This design comes from an exercise in tuning for a short achievable clock period and few clock cycles on the open sky130 flow, not from production work.
In this exercise RTL edits were held to simulation tests only and were not proved equivalent to the original.
No activity file was given, so power comes from the tool's default toggle rates.

File: flow/constraint.sdc
create_clock -name core_clock -period 8.0 [get_ports {clk}]
set_input_delay 1.6000 -clock core_clock [delete_from_list [all_inputs] [get_ports {clk}]]
set_output_delay 1.6000 -clock core_clock [all_outputs]
set_load 0.01 [all_outputs]
File: flow/config.mk
export PLATFORM = sky130hd
export DESIGN_NAME = cpu
export DESIGN_NICKNAME = cpu
export VERILOG_FILES = /design/flow/design.v
export SDC_FILE = /design/flow/constraint.sdc
export NUM_CORES = 4
export LEC_CHECK = 0
export CAP_MARGIN = 30
export CORE_MARGIN = 2
export CORE_UTILIZATION = 30
export PLACE_DENSITY = 0.4
export SLEW_MARGIN = 30
File: flow/run.sh
#!/bin/bash
# synth_recipe.tcl (not shown) runs the flow's synth.tcl, then flattens the netlist and writes it again
# the make line also repeats each setting of config.mk as NAME=value (left out here)
make -C /OpenROAD-flow-scripts/flow DESIGN_CONFIG=/design/flow/config.mk WORK_HOME=/design/flow/orfs CLKGATE_MAP_FILE= SYNTH_SCRIPT=/design/flow/synth_recipe.tcl finish
File: flow/design.v
module Alu(ALUcontrol, opA, opB, ALUresult);
input [3:0] ALUcontrol;
input [31:0] opA, opB;
output [31:0] ALUresult;
 wire [31:0] ss;
  assign ss = (opA<opB) ? 32'd1: 32'd0;
  assign ALUresult = (ALUcontrol == 4'b0010) ? (opA+opB):
						(ALUcontrol == 4'b0110) ? (opA-opB):
						(ALUcontrol == 4'b0000) ? (opA&opB):
						(ALUcontrol == 4'b0001) ?  (opA|opB): 
						(ALUcontrol == 4'b0111) ? ss : 
						(ALUcontrol == 4'b0100) ? opA << opB[10:6]:
						(ALUcontrol == 4'b0111) ? opA >> opB[10:6]: 32'd0;
endmodule 
module adder(i1, i2, o);
input [31:0] i1, i2;
output [31:0] o;
assign o = i1 + i2;
endmodule
module mux2_32bits(i1, i2, s, o);
input [31:0] i1, i2;
input s;
output [31:0] o;
assign o = s ? i2: i1;
endmodule
module mux3_32bits(i1, i2, i3, s, o);
input [31:0] i1, i2, i3;
input [1:0] s;
output [31:0] o;
assign o = (s == 2'd0) ? i1 :
            (s == 2'd1) ? i2: 
            (s == 2'd2) ? i3: 32'd0;
endmodule
module regfile(clk, rst, A1, A2, A3, WD, RegWrite, RD1, RD2);
input clk, rst, RegWrite;
input [4:0] A1, A2, A3;
input [31:0] WD;
output [31:0] RD1, RD2;
reg [31:0] mem[0:31];
integer i;
assign RD1 = mem[A1];
assign RD2 = mem[A2];
always @(posedge clk or negedge rst) begin
    if (!rst) 
        for(i = 0; i<32; i = i+1) 
            mem[i] <= 32'd0;
    else if(RegWrite && (A3 != 5'd0))
        mem[A3] <= WD;
end
endmodule 
module signextend (i, o);
    input [15:0] i;
    output [31:0] o;
    assign o = i[15] ? {16'hffff, i}: {16'd0, i};
endmodule
module RegEx_Mem(clk, Reset, RegWriteE, RegWriteM, MemtoRegE,
		 MemtoRegM, MemWriteE, MemWriteM, ALUOutE, ALUOutM,
		 WriteDataE, WriteDataM, WriteRegE, WriteRegM);
  input clk, Reset,  RegWriteE, MemtoRegE, MemWriteE;
  input [31:0] WriteRegE, WriteDataE, ALUOutE;
  output reg RegWriteM, MemtoRegM, MemWriteM;
  output reg [31:0] WriteRegM, WriteDataM, ALUOutM;
  always @ (posedge clk or negedge Reset) 
  begin
    if (!Reset) 
	 begin
			RegWriteM <= 0;
			MemtoRegM <= 0;
			MemWriteM <= 0;
			WriteRegM <= 0;
			WriteDataM <= 0;
			ALUOutM <= 0;
    end
    else 
	 begin
			RegWriteM <= RegWriteE;
			MemtoRegM <= MemtoRegE;
			MemWriteM <= MemWriteE;
			WriteRegM <= WriteRegE;
			WriteDataM <= WriteDataE;
			ALUOutM <= ALUOutE;
    end
  end
endmodule
module HazardUnit(rst, StallFi, StallDi, BranchDi, ForwardADi, ForwardBDi, FlushEi, 
		 ForwardAEi, ForwardBEi, MemtoRegEi, RegWriteEi, MemtoRegMi, RegWriteMi,
		 RegWriteWi, RsEi, RtEi, RsDi, RtDi, WriteRegMi, WriteRegWi, WriteRegEi);
  input rst, BranchDi, MemtoRegEi, RegWriteEi, MemtoRegMi, RegWriteMi, RegWriteWi;
  input [4:0] RsEi, RtEi, RsDi, RtDi, WriteRegMi, WriteRegWi, WriteRegEi;
  output StallFi, StallDi, FlushEi;
  output [1:0] ForwardAEi, ForwardBEi, ForwardADi, ForwardBDi;
  wire lwstall, branchstall;
  reg BranchD, MemtoRegE, RegWriteE, MemtoRegM, RegWriteM, RegWriteW;
  reg [4:0] RsE, RtE, RsD, RtD, WriteRegM, WriteRegW, WriteRegE;
  always @(*) begin
    BranchD = BranchDi;
    MemtoRegE = MemtoRegEi;
    RegWriteE = RegWriteEi;
    MemtoRegM = MemtoRegMi;
    RegWriteM = RegWriteMi;
    RegWriteW = RegWriteWi;
    RsE = RsEi;
    RtE = RtEi;
    RsD = RsDi;
    RtD = RtDi;
    WriteRegM = WriteRegMi;
    WriteRegW = WriteRegWi;
    WriteRegE = WriteRegEi;
  end
  assign ForwardAEi = ((RsE!=0)&&(RsE==WriteRegM)&&(RegWriteM))? 2'b10:
							((RsE!=0)&&(RsE==WriteRegW)&&(RegWriteW))? 2'b01: 2'b00;
  assign ForwardBEi = ((RtE!=0)&&(RtE==WriteRegM)&&(RegWriteM))? 2'b10:
							((RtE!=0)&&(RtE==WriteRegW)&&(RegWriteW))? 2'b01: 2'b00;
  assign branchstall = (BranchD && RegWriteE &&((WriteRegE==RsD)|| (WriteRegE==RtD)) )||
							  (BranchD && MemtoRegM &&((WriteRegM==RsD)||(WriteRegM==RtD)));
  assign ForwardADi = ((RsD!=0)&&(RsD==WriteRegM)&&RegWriteM) ? 2'b01:
                      ((RsD!=0)&&(RsD==WriteRegW)&&RegWriteW) ? 2'b10: 2'b00;
  assign ForwardBDi = ((RtD!=0)&&(RtD==WriteRegM)&&RegWriteM) ? 2'b01:
                      ((RtD!=0)&&(RtD==WriteRegW)&&RegWriteW) ? 2'b10: 2'b00;
  assign lwstall = ((RsD==RtE)||(RtD==RtE))&& MemtoRegE;
  assign StallFi = (!rst) ? 1'b0: (lwstall || branchstall);
  assign StallDi = (!rst) ? 1'b0: lwstall || branchstall;
  assign FlushEi = (!rst) ? 1'b0: lwstall || branchstall;
endmodule
module RegDe_Ex(clk, reset, FlushE, RegWriteD, RegWriteE, MemtoRegD,
		 MemtoRegE, MemWriteD, MemWriteE, ALUControlD, ALUControlE, 
		 ALUSrcD, ALUSrcE, RegDstD, RegDstE, RD1_in, RD1_out, RD2_in,
		 RD2_out, RsD, RsE, RtD, RtE, RdE, RdD, SignImmE, SignImmD);
  input clk, reset, FlushE, RegWriteD, MemtoRegD, MemWriteD, ALUSrcD, RegDstD;
  input [4:0]  RsD, RtD, RdD;
  input [3:0] ALUControlD;
  input [31:0] RD1_in, RD2_in, SignImmD;
  output reg RegWriteE, MemtoRegE, MemWriteE, ALUSrcE, RegDstE;
  output reg [4:0]  RsE, RtE, RdE;
  output reg [3:0] ALUControlE;
  output reg [31:0] RD1_out, RD2_out, SignImmE;
  always @ (posedge clk or negedge reset) 
  begin
    if (!reset) 
	 begin
			RegWriteE <= 0;
			MemtoRegE <= 0;
			MemWriteE <= 0;
			ALUSrcE <= 0;
			RegDstE <= 0;
			ALUControlE <= 0;
			RD1_out <= 0;
			RD2_out <= 0;
			RsE <= 0;
			RtE <= 0;
			RdE <= 0;
			SignImmE <= 0;
    end
    else if (FlushE)
	 begin
			RegWriteE <= 0;
			MemtoRegE <= 0;
			MemWriteE <= 0;
			ALUSrcE <= 0;
			RegDstE <= 0;
			ALUControlE <= 0;
			RD1_out <= 0;
			RD2_out <= 0;
			RsE <= 0;
			RtE <= 0;
			RdE <= 0;
			SignImmE <= 0;
    end
    else 
	 begin
			RegWriteE <= RegWriteD;
			MemtoRegE <= MemtoRegD;
			MemWriteE <= MemWriteD;
			ALUSrcE <= ALUSrcD;
			RegDstE <= RegDstD;
			ALUControlE <= ALUControlD;
			RD1_out <= RD1_in;
			RD2_out <= RD2_in;
			RsE <= RsD;
			RtE <= RtD;
			RdE <= RdD;
			SignImmE <= SignImmD;
    end
  end
endmodule
module RegFe(clk, rst, StallF, PC, PCF);
input clk, rst, StallF;
input [31:0] PC;
output reg [31:0] PCF;
always @(posedge clk or negedge rst) begin
    if(!rst) begin
        PCF <= 32'd0;
    end else if (!StallF)
        PCF <= PC;
end
endmodule
module RegFe_De(clk, rst, StallD, Flush, Ins_i, Ins_o, PC_i, PC_o);
input clk, rst, StallD, Flush;
input [31:0] Ins_i, PC_i;
output reg [31:0] PC_o, Ins_o;
always @(posedge clk or negedge rst) begin
    if(!rst) begin
        Ins_o <= 32'd0;
        PC_o <= 32'd0;
    end
    else if(!StallD) begin
        if(!Flush) begin
        Ins_o <= Ins_i;
        PC_o <= PC_i;
        end else begin
            Ins_o <= 32'd0;
            PC_o <= 32'd0;
        end
    end
end
endmodule
module RegMem_WB(clk, rst, RegWriteM, RegWriteW, MemtoRegM, MemtoRegW,
		 ReadDataM, ReadDataW, ALUOutM, ALUOutW, WriteRegM, WriteRegW);
  input clk, rst, RegWriteM, MemtoRegM;
  input [31:0] ReadDataM, ALUOutM;
  input [4:0] WriteRegM;
  output reg RegWriteW, MemtoRegW;
  output reg [31:0] ReadDataW, ALUOutW;
  output reg [4:0] WriteRegW;
  always @ (posedge clk or negedge rst) 
  begin
    if (!rst) 
	 begin
      RegWriteW <= 0;
		MemtoRegW <= 0;
		ReadDataW <= 0;
		ALUOutW <= 0;
		WriteRegW <= 0;
    end
    else 
	 begin
	   WriteRegW <= WriteRegM;
      RegWriteW <= RegWriteM;
		MemtoRegW <= MemtoRegM;
		ReadDataW <= ReadDataM;
		ALUOutW <= ALUOutM;
    end
  end
endmodule
module control(opcode, inst,
RegDst, MemWrite, MemToReg, 
ALUcontrol, ALUSrc, RegWrite, Branch, Jump, stall);
input [5:0] opcode, inst;
input stall;
output RegDst, MemWrite, MemToReg, ALUSrc, RegWrite, Branch, Jump;
output [3:0] ALUcontrol;
parameter R = 6'h00;
parameter lw = 6'h23;
parameter sw = 6'h2b;
parameter beq = 6'h04;
parameter addi = 6'h08;
parameter bne = 6'h05;
parameter J  = 6'h02;
wire [9:0] c;
assign c = 
            (opcode == R) ? 10'h122 :
            (opcode == lw) ? 10'h0f0 :
            (opcode == sw) ? 10'h1c8 :
            (opcode == beq) ? 10'h005 :
            (opcode == bne) ? 10'h004 :
            (opcode == addi) ? 10'h0a0 : 
            (opcode == J) ? 10'h200 : 10'd0 ; 
assign Jump = c[9];
assign RegDst = c[8];
assign ALUSrc = c[7];
assign MemToReg = c[6];
assign RegWrite = c[5];
assign MemWrite = c[3];
assign Branch = c[2];
wire [1:0] alu_control;
assign alu_control = c[1:0];
wire Rtype;
assign Rtype = (alu_control == 2'b10) ? 1'b1: 1'b0;
wire lww;  
assign lww = (alu_control == 2'b00) ? 1'b1: 1'b0;
parameter [5:0] And = 6'h24;
parameter [5:0] Add = 6'h20;
parameter [5:0] Sub = 6'h22;
parameter [5:0] Or = 6'h25;
parameter [5:0] Slt = 6'h2a;
parameter [5:0] Sll = 6'h00;
parameter [5:0] Srl = 6'h02;
assign ALUcontrol = lww ? 4'b0010:
                 (alu_control == 2'b01) ? 4'b0110: 
						    	(Rtype && inst == Add) ? 4'b0010:
						     (Rtype && inst == Sub) ? 4'b0110:
						     (Rtype && inst == And) ? 4'b0000:
						     (Rtype && inst == Or) ? 4'b0001:
						     (Rtype && inst == Slt) ? 4'b0111: 
						     (Rtype && inst == Sll) ? 4'b0100:
						     (Rtype && inst == Srl) ? 4'b0111: 4'b1111; 
endmodule
module Decode(clk, rst, InstrD, PCPlus4D, RegWriteW, WriteRegW, ResultW,
RegWriteD, MemToRegD, MemWriteD, ALUcontrolD, ALUSrcD, RegDstD,
PCSrcD, RD1, RD2, RsD, RtD,RdD, SignImmD, PCBranchD, BranchD, ForwardAD, ForwardBD, ALUOutM, JA, Jump, stall);
input clk, rst, RegWriteW, stall;
input [4:0] WriteRegW;
input [31:0] PCPlus4D, ResultW, InstrD, ALUOutM;
input [1:0] ForwardAD, ForwardBD;
output RegWriteD, MemToRegD, MemWriteD, ALUSrcD, RegDstD, PCSrcD, BranchD, Jump;
output [3:0] ALUcontrolD;
output [31:0] PCBranchD, SignImmD, RD1, RD2, JA;
output [4:0] RsD, RtD, RdD;
wire equal, br;
wire [31:0] shifted, c1, c2, s1, RD1i, RD2i;
control c(InstrD[31:26], InstrD[5:0],
RegDstD, MemWriteD, MemToRegD, 
ALUcontrolD, ALUSrcD, RegWriteD, BranchD, Jump, stall);
regfile rf(clk, rst, InstrD[25:21], InstrD[20:16], WriteRegW, ResultW, RegWriteW, RD1i, RD2i);
signextend se(InstrD[15:0], SignImmD);
assign shifted = SignImmD << 2;
mux3_32bits mu7(RD1i, ALUOutM, ResultW, ForwardAD, c1);
mux3_32bits mu8(RD2i, ALUOutM, ResultW, ForwardBD, c2);
adder add4_PC(shifted, PCPlus4D, PCBranchD);
assign JA = InstrD[25:0] << 2;
assign br = ((InstrD[31:26] == 6'h05) && (c1 != c2)) ? 1'b1 :
             ((InstrD[31:26] == 6'h04) && (c1  == c2)) ? 1'b1 :1'b0;
assign PCSrcD = ((br || Jump) && BranchD);
assign RsD = InstrD[25:21];
assign RtD = InstrD[20:16];
assign RdD = InstrD[15:11];
assign RD1 = c1;
assign RD2 = c2;
endmodule
module Ex(ALUcontrolE, ALUSrcE, RegDstE, RD1, RD2, RtE, RdE, ForwardAE, 
ForwardBE, ResultW, ALUOutM, SignImmE, ALUOutE, WriteDataE, WriteRegE);
input [3:0] ALUcontrolE;
input ALUSrcE, RegDstE;
input [31:0] ALUOutM, ResultW, RD1, RD2, SignImmE;
input [4:0] RtE, RdE;
input [1:0] ForwardAE, ForwardBE;
output [31:0] ALUOutE, WriteDataE;
output [4:0] WriteRegE;
wire [31:0] SrcAE, SrcBE;
mux2_32bits muxRegDst(RtE, RdE, RegDstE, WriteRegE);
mux3_32bits m1(RD1, ResultW, ALUOutM, ForwardAE, SrcAE);
mux3_32bits m2(RD2, ResultW, ALUOutM, ForwardBE, WriteDataE);
mux2_32bits m3(WriteDataE, SignImmE, ALUSrcE, SrcBE);
Alu alu(ALUcontrolE, SrcAE, SrcBE, ALUOutE);
endmodule
module Fetch(clk, rst, StallF, imem_rdata, RD, PCSrcD, PCBranchD, PCPlus4_F, PCF, PC, JA, Jump);
input clk, rst, StallF, PCSrcD, Jump;
input [31:0] PCBranchD, PCF, JA, imem_rdata;
output [31:0] RD, PCPlus4_F;
output [31:0] PC;
wire [31:0] P;
mux2_32bits PC_mux(PCPlus4_F, PCBranchD, PCSrcD, P);
mux2_32bits PCJ(P, JA, Jump, PC);
adder add4_PC(32'd4, PCF, PCPlus4_F);
assign RD = imem_rdata;
endmodule
module WB(MemToRegW, ReadDataW, ALUOutW, ResultW);
input MemToRegW;
input [31:0] ReadDataW, ALUOutW;
output [31:0] ResultW;
mux2_32bits mux6(ALUOutW, ReadDataW, MemToRegW, ResultW);
endmodule
module cpu(clk, rst, imem_addr, imem_rdata, dmem_addr, dmem_wdata, dmem_we, dmem_rdata);
input clk, rst;
input [31:0] imem_rdata, dmem_rdata;
output [31:0] imem_addr, dmem_addr, dmem_wdata;
output dmem_we;
wire StallF, PCSrcD;
wire [31:0] PC, PCF, PCPlus4F, PCBranchD, RDF;
wire StallD, RegWriteW, RegWriteD, MemToRegD, MemWriteD, ALUSrcD, RegDstD, BranchD, Jump;
wire [3:0] ALUcontrolD;
wire [31:0] InstrD, PCPlus4D, RD1_in, RD2_in, SignImmD, ALUOutM, JA, ResultW ; 
wire [4:0] RsD, RtD,RdD, WriteRegW;
wire FlushE, RegWriteE, MemtoRegE, MemWriteE, ALUSrcE, RegDstE;
wire [3:0] ALUControlE;
wire [31:0]  RD1_out, RD2_out, SignImmE, ALUOutE, WriteDataE;
wire [1:0] ForwardAE, ForwardBE, ForwardAD, ForwardBD;
wire [4:0] WriteRegE, RsE, RtE, RdE;
wire RegWriteM, MemtoRegM, MemWriteM;
wire [31:0] WriteDataM, ReadDataM;
wire [4:0] WriteRegM;
wire MemtoRegW;
wire [31:0] ReadDataW, ALUOutW;
RegFe fe(clk, rst, StallF, PC, PCF);
Fetch fetch(clk, rst, StallF, imem_rdata, RDF, PCSrcD, PCBranchD, PCPlus4F, PCF, PC, JA, Jump);
RegFe_De fe_de(clk, rst, StallD, PCSrcD, RDF, InstrD, PCPlus4F, PCPlus4D);
Decode decode(clk, rst, InstrD, PCPlus4D, RegWriteW, WriteRegW, ResultW, RegWriteD, MemToRegD, MemWriteD, ALUcontrolD, ALUSrcD, RegDstD, PCSrcD, RD1_in, RD2_in, 
RsD, RtD,RdD, SignImmD, PCBranchD, BranchD, ForwardAD, ForwardBD, ALUOutM, JA, Jump, StallD);
RegDe_Ex de_ex(clk, rst, FlushE, RegWriteD, RegWriteE, MemToRegD,
		 MemtoRegE, MemWriteD, MemWriteE, ALUcontrolD, ALUControlE, 
		 ALUSrcD, ALUSrcE, RegDstD, RegDstE, RD1_in, RD1_out, RD2_in,
		 RD2_out, RsD, RsE, RtD, RtE, RdE, RdD, SignImmE, SignImmD);
Ex ex(ALUControlE, ALUSrcE, RegDstE, RD1_out, RD2_out, RtE, RdE, ForwardAE, 
ForwardBE, ResultW, ALUOutM, SignImmE, ALUOutE, WriteDataE, WriteRegE);
RegEx_Mem ex_mem(clk, rst, RegWriteE, RegWriteM, MemtoRegE,
		 MemtoRegM, MemWriteE, MemWriteM, ALUOutE, ALUOutM,
		 WriteDataE, WriteDataM, WriteRegE, WriteRegM);
assign ReadDataM = dmem_rdata;
assign imem_addr = PCF;
assign dmem_addr = ALUOutM;
assign dmem_wdata = WriteDataM;
assign dmem_we = MemWriteM;
RegMem_WB mem_wb(clk, rst, RegWriteM, RegWriteW, MemtoRegM, MemtoRegW,
		 ReadDataM, ReadDataW, ALUOutM, ALUOutW, WriteRegM, WriteRegW);
WB wb(MemtoRegW, ReadDataW, ALUOutW, ResultW);
HazardUnit hazard(rst, StallF, StallD, BranchD, ForwardAD, ForwardBD, FlushE, 
		 ForwardAE, ForwardBE, MemtoRegE, RegWriteE, MemtoRegM, RegWriteM,
		 RegWriteW, RsE, RtE, RsD, RtD, WriteRegM, WriteRegW, WriteRegE);
endmodule
==> notes.md <==
DPL Wire Length -> 301 mm
Placed cell area -> 79300 sq um
Synth-to-layout area growth -> 17.8%
Synth Area in Compound Gates -> 0.239
Cts bufs inserted -> 168
Design Power -> 20800 uW
Post-Synth Simple-Gate Area -> 0.178
Post-route cell area -> 85200 sq um
Starting Density -> 0.301
Vias in the first global route -> 67887
Maximum resistive drop on vdd -> 0.000242 V
Pwr/cell area -> 244 nW/um^2
Post-Synth XOR/XNOR Area -> 0.0184
Clock tree buffer depth -> 3
Leakage Power -> 0.0372 uW
Core box area -> 240000 sq um
Clk sinks -> 1362
Hold Crit Class -> reg2reg
Slew headroom -> 0.228
Cell Area, Synth -> 72400 sq um
Initial antenna violation count -> 62
Synth Flop Type -> dfrtp_1
Hold depth -> 0
Drt total wl -> 449 mm
Synth Area in Adders -> 0.0228
RR Endpoint -> fe_de.Ins_o[18]
DRT Pass-1 Iters -> 13
Crit path largest cell delay -> 0.67 ns
Worst setup EP type -> flop
Layout net count -> 8296
Routed len/inst -> 39.2 microns
Slowest cell on the critical path -> or3_2
Cell depth of the worst setup path -> 15
Unrepaired setup endpoints after global routing -> false
Reg2Reg Launch Point -> fe_de.Ins_o[25]
Row Count -> 180
Count of cell types in the netlist -> 97
Worst setup path end -> fe_de.Ins_o[18]
Status -> timing/DRC/antenna clean
CP top delay family -> simple AND/OR/NAND/NOR gates
YS warnings -> 13
First-pass GRT wire length -> 603 mm
Slew at the pin with the worst max-slew slack -> 1.15 ns
Reg2reg path depth -> 15
Mux contribution to synthesized area -> 0.0216
Total GRT Usage -> 0.357
Largest family of logic cells by synthesized area -> compound AO/OA/AOI/OAI gates
Die area -> 245000 sq um
Gpl congestion -> 0.993
Die X -> 495 microns
Pins Over Slew Limit -> 0
Buf/Inv on CP -> 3
Top cell type's share of synthesized area -> 0.471
H-Tree Depth -> 4
Arrival @ worst endpoint -> 8.68 ns
Most frequent CP cell -> buf_4
Clk_skew -> 0.0507 ns
Critical-path cell list -> buf_4 > or3_1 > nor2_1 > or3_2 > buf_4 > nor2_1 > a211oi_2 > o21ai_1 > xor2_1 > nor4_1 > nand4_1 > o211ai_1 > nand2_2 > buf_4 > o21ai_0
Final hold violation count -> 0
Post_cts resized -> 0
Maxcap violations -> 0
#FFs+latches synth -> 1362
CTS tree -> done
Crit share post-route -> 0.997
Syn Nets -> 8354
Initial DRC count -> 11478
Fmax -> 125 MHz
Avg Inst Size Synth -> 8.87 sq um
Root Buffer -> clkbuf_16
Via-per-instance ratio -> 6.33
Clk Latency, worst-skew pair -> 0.88 ns
Antenna Nets Post-Route -> 0
Final setup viols -> 0
Post-Syn Instances -> 8158
Post-synth ARST share -> 1.00
Largest net degree at the start of global routing -> 166
Grt total ovfl -> 0
R2R Setup Slk -> 0.02 ns
Routed via count -> 72555
Top cells by area, synth -> dfrtp_1 (47%), a22oi_1 (6.8%), a21oi_1 (5.4%)
Ports -> 163
CP Class -> reg2reg
Worst-path maximum fanout -> 23
CP Data Required Time -> 8.70 ns
CP Launch Type -> flop
# Post-CTS Setup Buffers -> 0
Final Critical Period -> 7.98 ns
Sequential area share after synthesis -> 0.471
Clk slew on worst S/H paths -> 0.06 ns
Port Buffers -> 162
Post-synth EDFFs -> 0
Layout cells sized above 1 -> 0.109
Post-synth top area cell -> dfrtp_1
Worst Setup SP -> fe_de.Ins_o[25]
CTS Hold Bufs -> 0
DRC -> 0
Die Ht -> 495 microns
-- worst min path at each step --
stage               slack (ns)            start               end
global route              0.36  de_ex.MemWriteE  ex_mem.MemWriteM
floorplan                 0.33  de_ex.MemWriteE  ex_mem.MemWriteM
finish                    0.35  de_ex.MemWriteE  ex_mem.MemWriteM
CTS                       0.35  de_ex.MemWriteE  ex_mem.MemWriteM
detailed placement        0.33  de_ex.MemWriteE  ex_mem.MemWriteM
global placement          0.34  de_ex.MemWriteE  ex_mem.MemWriteM
-- registers in the layout, indices dropped and copies added (netlist names), 16 cells and up --
| signal | count |
|---|---|
| fe_de.Ins_o | 32 |
| ex_mem.ALUOutM | 32 |
| mem_wb.ALUOutW | 32 |
| de_ex.SignImmE | 16 |
| de_ex.RD2_out | 32 |
| de_ex.RD1_out | 32 |
| mem_wb.ReadDataW | 32 |
| decode.rf.mem | 1024 |
| ex_mem.WriteDataM | 32 |
| fe_de.PC_o | 32 |
| fe.PCF | 32 |
-- worst reg2reg max path: cells and delay by family (launching register included) --
kind	cells	cell delay [ns]
flops	1	0.61
buf+inv	3	1.01
xor+xnor	1	0.30
compound gates	4	2.22
simple gates	7	3.67
-- layout by cell type, fill, tap and decap left out, drive strengths merged, types with 28 or more instances in the layout --
| cell type | n |
|---|---|
| dfrtp | 1362 |
| nor2 | 1013 |
| nand2 | 801 |
| a21oi | 785 |
| a22oi | 655 |
| o21ai | 653 |
| buf | 353 |
| and3 | 277 |
| clkbuf | 241 |
| clkdlybuf4s50 | 161 |
| nand4 | 139 |
| inv | 131 |
| ha | 127 |
| nand3 | 124 |
| mux2i | 118 |
| xnor2 | 88 |
| a221oi | 82 |
| a2111oi | 80 |
| and2 | 72 |
| nor3 | 70 |
| xor2 | 64 |
| a22o | 64 |
| o22ai | 60 |
| nor4 | 54 |
| diode | 53 |
| o31ai | 53 |
| a211oi | 53 |
| clkinv | 38 |
| a21o | 33 |
| or3 | 33 |
| mux2 | 32 |
| nand2b | 31 |
| o21a | 28 |
-- layout make-up --
class / instances / area (sq um)
antenna: 53 / 133
clock buffer: 241 / 4830
clock inverter: 62 / 911
fill: 24389 / 155000
inverter: 129 / 484
multi-input combinational: 5925 / 36000
sequential: 1362 / 34100
tap: 3185 / 3990
timing repair buffer: 514 / 4760
-- report_power, final --
| group | internal (uW) | leakage [uW] | switching (uW) | total, uW |
|---|---|---|---|---|
| Clock | 4680 | 0.00279 | 3440 | 8120 |
| Sequential | 7500 | 0.0184 | 882 | 8380 |
| Combinational | 1480 | 0.0159 | 2820 | 4300 |
| Total | 13700 | 0.0372 | 7140 | 20800 |
-- cell families (layout without fill, tap and decap cells) --
family / after synthesis / in the layout
simple gates: 2762 / 2762
flops: 1362 / 1362
buf+inv: 871 / 946
mux: 151 / 151
fa+ha+maj: 130 / 130
other cells: 0 / 53
xor+xnor: 152 / 152
compound gates: 2730 / 2730
-- synth_stat cells, types with 23 or more instances --
cell	instances
dfrtp_1	1362
nor2_1	987
nand2_1	799
a21oi_1	785
a22oi_1	655
o21ai_0	640
clkbuf_1	547
and3_1	276
nand4_1	139
buf_2	130
ha_1	127
inv_1	127
nand3_1	122
mux2i_1	118
xnor2_1	88
a221oi_1	82
a2111oi_0	78
and2_1	68
nor3_1	68
a22o_1	64
xor2_1	64
o22ai_1	60
a211oi_1	53
nor4_1	53
o31ai_1	53
a21o_1	33
mux2_2	32
nand2b_1	31
or3_1	31
buf_1	29
buf_4	28
o21a_1	28
or4_1	27
nor2b_1	24
o211ai_1	23
-- metal layers --
metal  GRT usage  part of all wire  vias to the layer above
li1            -                 -                    29455
met5           0           0.00065                        -
met3       0.105              0.11                     1483
met1       0.484              0.42                    36462
met4       0.209             0.070                       32
met2       0.501              0.41                     5123
-- metrics by stage --
step	cells	hold slack, ns	worst slack (ns)	util	TNS (ns)
floorplan	8158	0.331	2.63	-	0
global placement	11099	0.337	-0.316	0.328	-3.78
detailed placement	11112	0.335	0.443	0.330	0
CTS	11415	0.348	0.408	0.354	0
global route	11424	0.356	0.0809	0.354	0
finish	11471	0.346	0.0203	0.355	0
Testbench counts, summed over its fixed seeds: cycles 75,505.

separate check: timing with driven ports:
Ports are ideal in the flow. The routed layout listed here was re-timed in OpenROAD. Step 1, drivers: a clkbuf_16 drives clk and a buf_2 each remaining input, both assumed. Step 2, shift: input delay + t, output delay - t, t = (earliest + latest rising clock arrival at the registers) / 2. This alone moves slack from input paths to output paths. a / b / c = no drivers / after step 1 / after step 2; a / b = the first two.
shift t [ns]: 0.953
setup WS [ns]: 0.020 / 0.020 / 0.020
worst setup path after step 2: register to register
After both steps this run still meets setup and hold. The setup slack of this run moves by 0.000 ns with the drivers and by 0.000 ns with both steps.
